This is an optimization exercise on Yosys and OpenROAD, whose aim is small area, a short achievable clock period and few clock cycles, not a production implementation.
The RTL was checked by simulation tests, not by an equivalence proof against the original design.
Power figures rest on the tool's default switching activity, not on a simulated workload.

## flow/config.mk

```make
export PLATFORM = sky130hd
export DESIGN_NAME = cpu
export DESIGN_NICKNAME = cpu
export VERILOG_FILES = /design/flow/design.v
export SDC_FILE = /design/flow/constraint.sdc
export NUM_CORES = 4
export LEC_CHECK = 0
export CAP_MARGIN = 20
export CORE_MARGIN = 2
export CORE_UTILIZATION = 40
export SLEW_MARGIN = 20
```

## flow/constraint.sdc

```tcl
create_clock -name core_clock -period 12.0 [get_ports {clk}]
set_input_delay 2.4000 -clock core_clock [delete_from_list [all_inputs] [get_ports {clk}]]
set_output_delay 2.4000 -clock core_clock [all_outputs]
set_load 0.01 [all_outputs]
```

## flow/design.v

```verilog
module alu(
    input  wire [31:0] a,
    input  wire [31:0] b,
    input  wire        sub,       
    input  wire        sh_left,
    input  wire        sh_arith,
    output wire [31:0] sum,
    output wire        lt,        
    output wire        ltu,       
    output wire        eq,
    output wire [31:0] shift
);
    wire [32:0] s = {1'b0, a} + {1'b0, b ^ {32{sub}}} + {32'b0, sub};
    assign sum = s[31:0];
    assign ltu = ~s[32];
    assign lt  = (a[31] ^ b[31]) ? a[31] : s[31];
    assign eq  = (a == b);
    function [31:0] rev(input [31:0] x);
        integer k;
        for (k = 0; k < 32; k = k + 1) rev[k] = x[31-k];
    endfunction
    wire [31:0] sh_in = sh_left ? rev(a) : a;
    wire [32:0] sh_ext = {sh_arith & sh_in[31], sh_in};
    wire [32:0] sh_r = $signed(sh_ext) >>> b[4:0];
    assign shift = sh_left ? rev(sh_r[31:0]) : sh_r[31:0];
endmodule
module register_file(
    input  wire        clk,
    input  wire        rst,
    input  wire        we,
    input  wire [4:0]  wa,
    input  wire [31:0] wd,
    input  wire [4:0]  ra1,
    input  wire [4:0]  ra2,
    output reg  [31:0] rd1,
    output reg  [31:0] rd2
);
    reg [31:0] regs [1:31];
    reg [31:1] valid;
    integer i;
    always @(posedge clk or posedge rst) begin
        if (rst)
            valid <= 31'b0;
        else if (we && wa != 5'd0)
            valid[wa] <= 1'b1;
    end
    always @(posedge clk) begin
        if (we && wa != 5'd0)
            regs[wa] <= wd;
    end
    always @(*) begin
        rd1 = 32'b0;
        rd2 = 32'b0;
        for (i = 1; i < 32; i = i + 1) begin
            rd1 = rd1 | ({32{valid[i] && ra1 == i}} & regs[i]);
            rd2 = rd2 | ({32{valid[i] && ra2 == i}} & regs[i]);
        end
    end
endmodule
module cpu(
    input wire clk,
    input wire rst,
    output wire [31:0] instr_addr,
    input wire [31:0] instruction,
    output wire [31:0] data_addr,
    output wire [31:0] data_out,
    input wire [31:0] data_in,
    output wire mem_write,
    output wire mem_read
);
    reg  [31:2] pc;
    reg         ifid_valid;
    reg  [31:0] ifid_instr;
    reg  [31:2] ifid_pc;
    reg         idex_valid;
    reg         idex_we;         
    reg         idex_load;
    reg         idex_store;
    reg         idex_br;
    reg         idex_jalr;
    reg         idex_pred;       
    reg  [2:0]  idex_f3;
    reg  [4:0]  idex_rd;
    reg         idex_fwd_a;
    reg         idex_fwd_b;
    reg         idex_fwd_s;
    reg         idex_sub;
    reg         idex_sh_left;
    reg         idex_sh_arith;
    reg         idex_s_sum, idex_s_slt, idex_s_sltu, idex_s_xor, idex_s_or,
                idex_s_and, idex_s_sh, idex_s_pass;
    reg  [31:0] idex_a;          
    reg  [31:0] idex_b;          
    reg  [31:0] idex_i;          
    reg         exmem_we;
    reg         exmem_load;
    reg         exmem_store;
    reg  [4:0]  exmem_rd;
    reg  [31:0] exmem_res;
    reg  [31:0] exmem_sdata;
    assign data_addr = exmem_res;
    assign data_out  = exmem_sdata;
    assign mem_read  = exmem_load;
    assign mem_write = exmem_store;
    wire [31:0] wb_data = exmem_load ? data_in : exmem_res;
    wire [31:0] ins = ifid_instr;
    wire [4:0]  op  = ins[6:2];
    wire [2:0]  f3  = ins[14:12];
    wire [4:0]  rs1 = ins[19:15];
    wire [4:0]  rs2 = ins[24:20];
    wire [4:0]  rd  = ins[11:7];
    wire is_br    =  op[4] & ~op[0];
    wire is_jal   =  op[4] &  op[1];
    wire is_jalr  =  op[4] &  op[0] & ~op[1];
    wire is_u     = ~op[4] &  op[0];             
    wire is_lui   =  is_u  &  op[3];
    wire is_load  = ~op[4] & ~op[2] & ~op[3];
    wire is_store = ~op[4] & ~op[2] &  op[3];
    wire is_opi   = ~op[4] &  op[2] & ~op[3] & ~op[0];
    wire is_op    = ~op[4] &  op[2] &  op[3] & ~op[0];
    wire uses_rs1 = ~(is_u | is_jal);
    wire uses_rs2 = is_op | is_br | is_store;
    wire writes   = ~(is_br | is_store) & (rd != 5'd0);
    wire [31:0] imm_i = {{20{ins[31]}}, ins[31:20]};
    wire [31:0] imm_s = {{20{ins[31]}}, ins[31:25], ins[11:7]};
    wire [31:0] imm_b = {{19{ins[31]}}, ins[31], ins[7], ins[30:25], ins[11:8], 1'b0};
    wire [31:0] imm_u = {ins[31:12], 12'b0};
    wire [31:0] imm_j = {{11{ins[31]}}, ins[31], ins[19:12], ins[20], ins[30:21], 1'b0};
    wire [31:0] imm_pc = is_br ? imm_b : (is_jal ? imm_j : imm_u);
    wire [31:0] pc_rel = {ifid_pc, 2'b00} + imm_pc;      
    wire [31:2] pc_4   = ifid_pc + 30'd1;                  
    wire [31:0] rf1, rf2;
    register_file registers(
        .clk(clk), .rst(rst),
        .we(exmem_we), .wa(exmem_rd), .wd(wb_data),
        .ra1(rs1), .ra2(rs2), .rd1(rf1), .rd2(rf2)
    );
    wire [31:0] rs1_val = (exmem_we && exmem_rd == rs1) ? wb_data : rf1;
    wire [31:0] rs2_val = (exmem_we && exmem_rd == rs2) ? wb_data : rf2;
    wire hit1 = idex_valid & idex_we & (idex_rd == rs1);
    wire hit2 = idex_valid & idex_we & (idex_rd == rs2);
    wire stall = ifid_valid & idex_load &
                 ((uses_rs1 & hit1) | ((is_op | is_br) & hit2));
    wire ex_redirect;
    wire [31:2] ex_target;
    wire id_go   = ifid_valid & ~stall & ~ex_redirect;
    wire id_pred = is_jal | (is_br & ins[31]);
    wire id_redirect = id_go & id_pred;
    assign instr_addr = {pc, 2'b00};
    always @(posedge clk or posedge rst) begin
        if (rst)
            pc <= 30'b0;
        else if (ex_redirect)
            pc <= ex_target;
        else if (id_redirect)
            pc <= pc_rel[31:2];
        else if (!stall)
            pc <= pc + 30'd1;
    end
    always @(posedge clk or posedge rst) begin
        if (rst)
            ifid_valid <= 1'b0;
        else if (ex_redirect || id_redirect)
            ifid_valid <= 1'b0;
        else if (!stall)
            ifid_valid <= 1'b1;
    end
    always @(posedge clk) begin
        if (!stall) begin
            ifid_instr <= instruction;
            ifid_pc    <= pc;
        end
    end
    always @(posedge clk or posedge rst) begin
        if (rst) begin
            idex_valid <= 1'b0;
            idex_we    <= 1'b0;
            idex_load  <= 1'b0;
            idex_store <= 1'b0;
            idex_br    <= 1'b0;
            idex_jalr  <= 1'b0;
        end else begin
            idex_valid <= id_go;
            idex_we    <= id_go & writes;
            idex_load  <= id_go & is_load;
            idex_store <= id_go & is_store;
            idex_br    <= id_go & is_br;
            idex_jalr  <= id_go & is_jalr;
        end
    end
    wire arith_f3 = is_op | is_opi;
    always @(posedge clk) begin
        idex_pred     <= ins[31];
        idex_f3       <= f3;
        idex_rd       <= rd;
        idex_fwd_a    <= hit1;
        idex_fwd_b    <= hit2 & (is_op | is_br);
        idex_fwd_s    <= hit2 & is_store;
        idex_sub      <= is_br | (arith_f3 & (f3 == 3'b010 || f3 == 3'b011)) |
                         (is_op & f3 == 3'b000 & ins[30]);
        idex_sh_left  <= ~f3[2];
        idex_sh_arith <= ins[30];
        idex_s_sum    <= is_load | is_store | (arith_f3 & f3 == 3'b000);
        idex_s_slt    <= arith_f3 & f3 == 3'b010;
        idex_s_sltu   <= arith_f3 & f3 == 3'b011;
        idex_s_xor    <= arith_f3 & f3 == 3'b100;
        idex_s_or     <= arith_f3 & f3 == 3'b110;
        idex_s_and    <= arith_f3 & f3 == 3'b111;
        idex_s_sh     <= arith_f3 & f3[1:0] == 2'b01;
        idex_s_pass   <= is_u | is_jal | is_jalr;
        idex_a        <= rs1_val;
        idex_b        <= (is_op | is_br) ? rs2_val : (is_store ? imm_s : imm_i);
        idex_i        <= is_store ? rs2_val :
                         is_lui ? imm_u :
                         (is_jal | is_jalr) ? {pc_4, 2'b00} :
                         (is_br & ins[31]) ? {pc_4, 2'b00} : pc_rel;
    end
    wire [31:0] op_a = idex_fwd_a ? exmem_res : idex_a;
    wire [31:0] op_b = idex_fwd_b ? exmem_res : idex_b;
    wire [31:0] sdata = idex_fwd_s ? wb_data : idex_i;
    wire [31:0] sum, shift;
    wire lt, ltu, eq;
    alu alu_unit(
        .a(op_a), .b(op_b), .sub(idex_sub),
        .sh_left(idex_sh_left), .sh_arith(idex_sh_arith),
        .sum(sum), .lt(lt), .ltu(ltu), .eq(eq), .shift(shift)
    );
    wire cond  = idex_f3[2] ? (idex_f3[1] ? ltu : lt) : eq;
    wire taken = cond ^ idex_f3[0];
    assign ex_redirect = idex_jalr | (idex_br & (taken ^ idex_pred));
    assign ex_target   = idex_jalr ? sum[31:2] : idex_i[31:2];
    wire [31:0] result =
        ({32{idex_s_sum}}  & sum) |
        ({32{idex_s_slt}}  & {31'b0, lt}) |
        ({32{idex_s_sltu}} & {31'b0, ltu}) |
        ({32{idex_s_xor}}  & (op_a ^ op_b)) |
        ({32{idex_s_or}}   & (op_a | op_b)) |
        ({32{idex_s_and}}  & (op_a & op_b)) |
        ({32{idex_s_sh}}   & shift) |
        ({32{idex_s_pass}} & idex_i);
    always @(posedge clk or posedge rst) begin
        if (rst) begin
            exmem_we    <= 1'b0;
            exmem_load  <= 1'b0;
            exmem_store <= 1'b0;
        end else begin
            exmem_we    <= idex_we;
            exmem_load  <= idex_load;
            exmem_store <= idex_store;
        end
    end
    always @(posedge clk) begin
        exmem_rd    <= idex_rd;
        exmem_res   <= result;
        exmem_sdata <= sdata;
    end
endmodule
```

## flow/flow/run.sh

```bash
#!/bin/bash
set -euo pipefail
MARGIN=$(cat flow/margin.txt)
bash standard.sh SETUP_SLACK_MARGIN=$MARGIN finish > standard_flow.log 2>&1
```

## flow/flow/margin.txt

```
7.5
```

## flow/standard.sh

```bash
#!/bin/bash
# synth_recipe.tcl (not shown) runs the flow's synth.tcl, then flattens the netlist and writes it again
# the make line also repeats each setting of config.mk as NAME=value (left out here)
make -C /OpenROAD-flow-scripts/flow DESIGN_CONFIG=/design/flow/config.mk WORK_HOME=/design/flow/orfs CLKGATE_MAP_FILE= SYNTH_SCRIPT=/design/flow/synth_recipe.tcl "${@:-finish}"
```

==> results.txt <==
Max Fclk=216 MHz; Worst VDD drop=0.139 mV; Reg area=37200 sq um; M3 GR Usage=15.6%; Max Slew Vio Count=0; Mapped Cells=5194; post-route ant nets=0; Leakage=25.8 nW; main flop type after synthesis=edfxtp_1; max cap viols=0; Switch Pwr=5.18 mW; CTS tree=yes; Final HPWL DP=183000 um; Longest Clk Path Bufs=3; layout cells sized above 1=15.1%; relative slew slack=7.71%; Vias=55500; sequential element share of the synthesized area=58.3%; grt met2 use=54.1%; Die Y=403 um; io pins=164; Worst-Margin Slew=1.37 ns; initial core utilization=40.2%; DRT iter0 DRCs=12400; Min Hold Slack=0.353 ns; drt pass-1 iters=10; non-filler cells, final=7526; Port Buffers=159; row count=146; Comb pwr share=26.3%; WP data required=12.67 ns; Post-synth EDFFs=1052; nets@finish=5537; internal power=9.61 mW; first-pass GRT wire length=418000 um; total track usage=37.2%; Overflow after GRT=0; Startpoint Class=flip-flop; Setup WS post-layout=7.36 ns; Arrival @ worst endpoint=5.31 ns; TritonCTS Buffers=139; placed cells=7147; core area=158000 sq um; initial antenna violation count=21; GR Util met1=44.3%; Final Instance Area=74300 sq um; switch share=35.0%; Layout area overhead=16.8%; Clock Pin Slew Worst Setup and Hold Paths=0.06 ns; Clock Skew=0.0519 ns; post-synth design cell area=63700 sq um; RSZ-0062 raised after global routing=true; worst skew pair latency=0.83 ns; wire per inst=41.8 um; largest net degree at the start of global routing=72; Yosys cell types=95; Tmin final=4.64 ns; Clock Tree Root=clkbuf_16; outcome=complete, no violations; Clock power frac=30.7%; async set-reset flop share out of synthesis=5.42%; R2R depth=10; Min-Delay Path Class=reg -> reg; Area after DPL=67600 sq um; PD cells=199 nW/um^2; vias per cell=7.38; syn_area_per_cell=12.3 sq um; CP peak stage delay=0.91 ns; number of fill cells=14000; Sink Count=1311; Final period util=38.7%; crit path cell chain=and2_0 > and3_2 > buf_4 > a22o_1 > a221oi_1 > nand4_1 > nor3_1 > a21oi_1 > nand2_1 > o21ai_0; Final Wtd Congestion=1.02; die span in x=403 um; final WL=314000 um; Slowest cell on crit path=nor3_1; dpl ws=5.58 ns; die area=162000 sq um; CTS H-tree depth=4; DRC viols=0; Synth warnings=3; crit path capture type=flip-flop; Worst Hold Depth=0; GR peak layer=met2; Worst Path Class, Setup=reg -> reg; vias in the first global route=51000; hold_buf cts=0; Overall Power=14.8 mW; setup violators final=0; Hold Vio Cnt, Final=0; largest fanout on the critical path=20; Multi-input gate area=25500 sq um; Sequential Power Share=43.0%; Util after Layout=47.0%; Setup TNS Final=0 ns; #FFs+latches synth=1311
## cell usage after synthesis, drive strengths merged (11+ instances only)
cell type	count	share of area, %
dfrtp	71	2.8
a221o	34	0.53
o22ai	11	0.11
xor2	50	0.69
buf	79	0.55
a31oi	23	0.24
dfxtp	188	5.9
nand2b	14	0.14
mux4	28	0.99
o211ai	37	0.44
a211oi	36	0.42
a21o	49	0.58
mux2i	120	1.9
xnor2	117	1.6
and2	32	0.31
nor4	23	0.26
and4	15	0.21
ha	139	2.7
o21a	14	0.17
nand4	124	1.2
a22oi	339	4.0
a21oi	215	1.7
nor3	99	0.82
nand2	253	1.5
nor2	246	1.5
o21ai	170	1.3
o21bai	39	0.46
mux2	92	1.6
nand3	169	1.4
a221oi	293	4.0
a22o	291	4.0
nor2b	24	0.24
inv	114	0.67
edfxtp	1052	50
clkbuf	336	2.0
and3	74	0.74
a222oi	64	1.0
## power by group through the flow
| stage | logic [mW] | registers [mW] | clock network (mW) |
|---|---|---|---|
| 2_1_floorplan | 1.99 | 6.08 | 0 |
| 6_report | 3.89 | 6.36 | 4.55 |
| 3_3_place_gp | 3.53 | 6.40 | 0 |
| 4_1_cts | 3.61 | 6.30 | 4.53 |
| 3_5_place_dp | 3.55 | 6.39 | 0 |
| 5_1_grt | 4.03 | 6.36 | 4.71 |
## registers in the layout, summed over array words and instances (netlist names), 30 cells and up
signal           flops
idex_b              32
pc                  30
registers.valid     31
ifid_instr          30
exmem_res           32
ifid_pc             30
idex_a              32
exmem_sdata         32
idex_i              32
registers.regs     992
## worst paths after layout
check                          startpoint     endpoint  slack, ns
max                        ifid_instr[21]    idex_i[3]       7.36
min                            idex_store  exmem_store       0.35
max reg2reg                ifid_instr[21]    idex_i[3]       7.36
min reg2reg                    idex_store  exmem_store       0.35
max in group asynchronous             rst   exmem_load       8.99
min in group asynchronous             rst  exmem_store       2.29
## critical path: cells and delay by family, from the launching register on
| kind | cells | cell delay [ns] |
|---|---|---|
| AO/OA/AOI/OAI | 4 | 1.09 |
| buffers and inverters | 1 | 0.46 |
| flip-flops | 1 | 0.60 |
| AND/OR/NAND/NOR | 5 | 2.30 |
## area by class of cell
| class | count | share of cell area (%) |
|---|---|---|
| repair buffers | 408 | 5.08 |
| inverters | 114 | 0.611 |
| multi-input cells | 3355 | 34.4 |
| clock inverters | 77 | 1.33 |
| diodes | 12 | 0.0404 |
| clock buffers | 176 | 5.07 |
| repair inverters | 1 | 0.0152 |
| flip-flops and latches | 1311 | 50.0 |
| well taps | 2072 | 3.49 |
## cells in the final DEF, fill, tap and decap left out, drive strengths merged, types with 24 or more instances in the layout
| cell | synthesis | routed |
|---|---|---|
| o21bai | 39 | 39 |
| nor3 | 99 | 99 |
| clkinv | 0 | 45 |
| dfxtp | 188 | 188 |
| a211oi | 36 | 36 |
| a221o | 34 | 34 |
| mux2 | 92 | 92 |
| nor2 | 246 | 246 |
| o211ai | 37 | 37 |
| a221oi | 293 | 293 |
| and2 | 32 | 32 |
| ha | 139 | 139 |
| nand4 | 124 | 124 |
| nand2 | 253 | 253 |
| inv | 114 | 121 |
| a21o | 49 | 49 |
| a21oi | 215 | 215 |
| o21ai | 170 | 170 |
| xnor2 | 117 | 117 |
| mux4 | 28 | 28 |
| xor2 | 50 | 50 |
| a22o | 291 | 291 |
| a222oi | 64 | 64 |
| clkdlybuf4s50 | 0 | 159 |
| edfxtp | 1052 | 1052 |
| and3 | 74 | 74 |
| a22oi | 339 | 339 |
| dfrtp | 71 | 71 |
| nand3 | 169 | 169 |
| buf | 79 | 244 |
| clkbuf | 336 | 180 |
| mux2i | 120 | 120 |
| nor2b | 24 | 24 |
## cells by family (layout without fill, tap and decap cells)
kind of cell | count (synthesis) | in the layout | synth area share, %
buf+inv | 529 | 776 | 3.21
simple gates | 1115 | 1115 | 8.74
other cells | 1 | 14 | 0.00589
flops | 1311 | 1311 | 58.3
mux | 240 | 240 | 4.50
compound gates | 1690 | 1690 | 20.1
xor+xnor | 167 | 167 | 2.30
fa+ha+maj | 141 | 141 | 2.79
## metal layers
layer  vias to the layer above  routed length [um]
met5                         -                 221
met4                        19               29700
met3                      1666               52000
met2                      5803              130000
met1                     26800              102000
li1                      21200                   -
## repair_timing
action,4_1_cts,5_1_grt
gates cloned,2,6
setup buffers,34,72
endpoints found under the setup margin,72,53
gates resized for setup,58,99
pin swaps,13,33
Testbench counts, summed over its fixed seeds: cycles 52,264.

port drivers added, routing unchanged:
The results above use ideal ports. As a check the final layout listed here was re-extracted and re-timed, cells and wires unchanged.
Step 1 assumes that a clkbuf_16 drives the clock port and a buf_2 every other input.
Step 2 adds t to the input delays and takes it off the output delays; t is the mean of the earliest and latest rising clock arrival at the registers after step 1. Input paths then give back, and output paths get back, about the clock's delay inside the block.
Three values: ideal ports, drivers, drivers and shift; two values: the first two.
t (ns): 0.887
setup WS [ns]: 7.362 / 7.362 / 7.214
worst setup path at the end: input to register
clock arrival spread, ns: 0.060 / 0.061
slew at the worst register clock pin (ns): 0.07 / 0.07
After both steps setup and hold are still met in this run. The setup slack of this run moves by 0.000 ns with the drivers and by -0.148 ns with both steps.
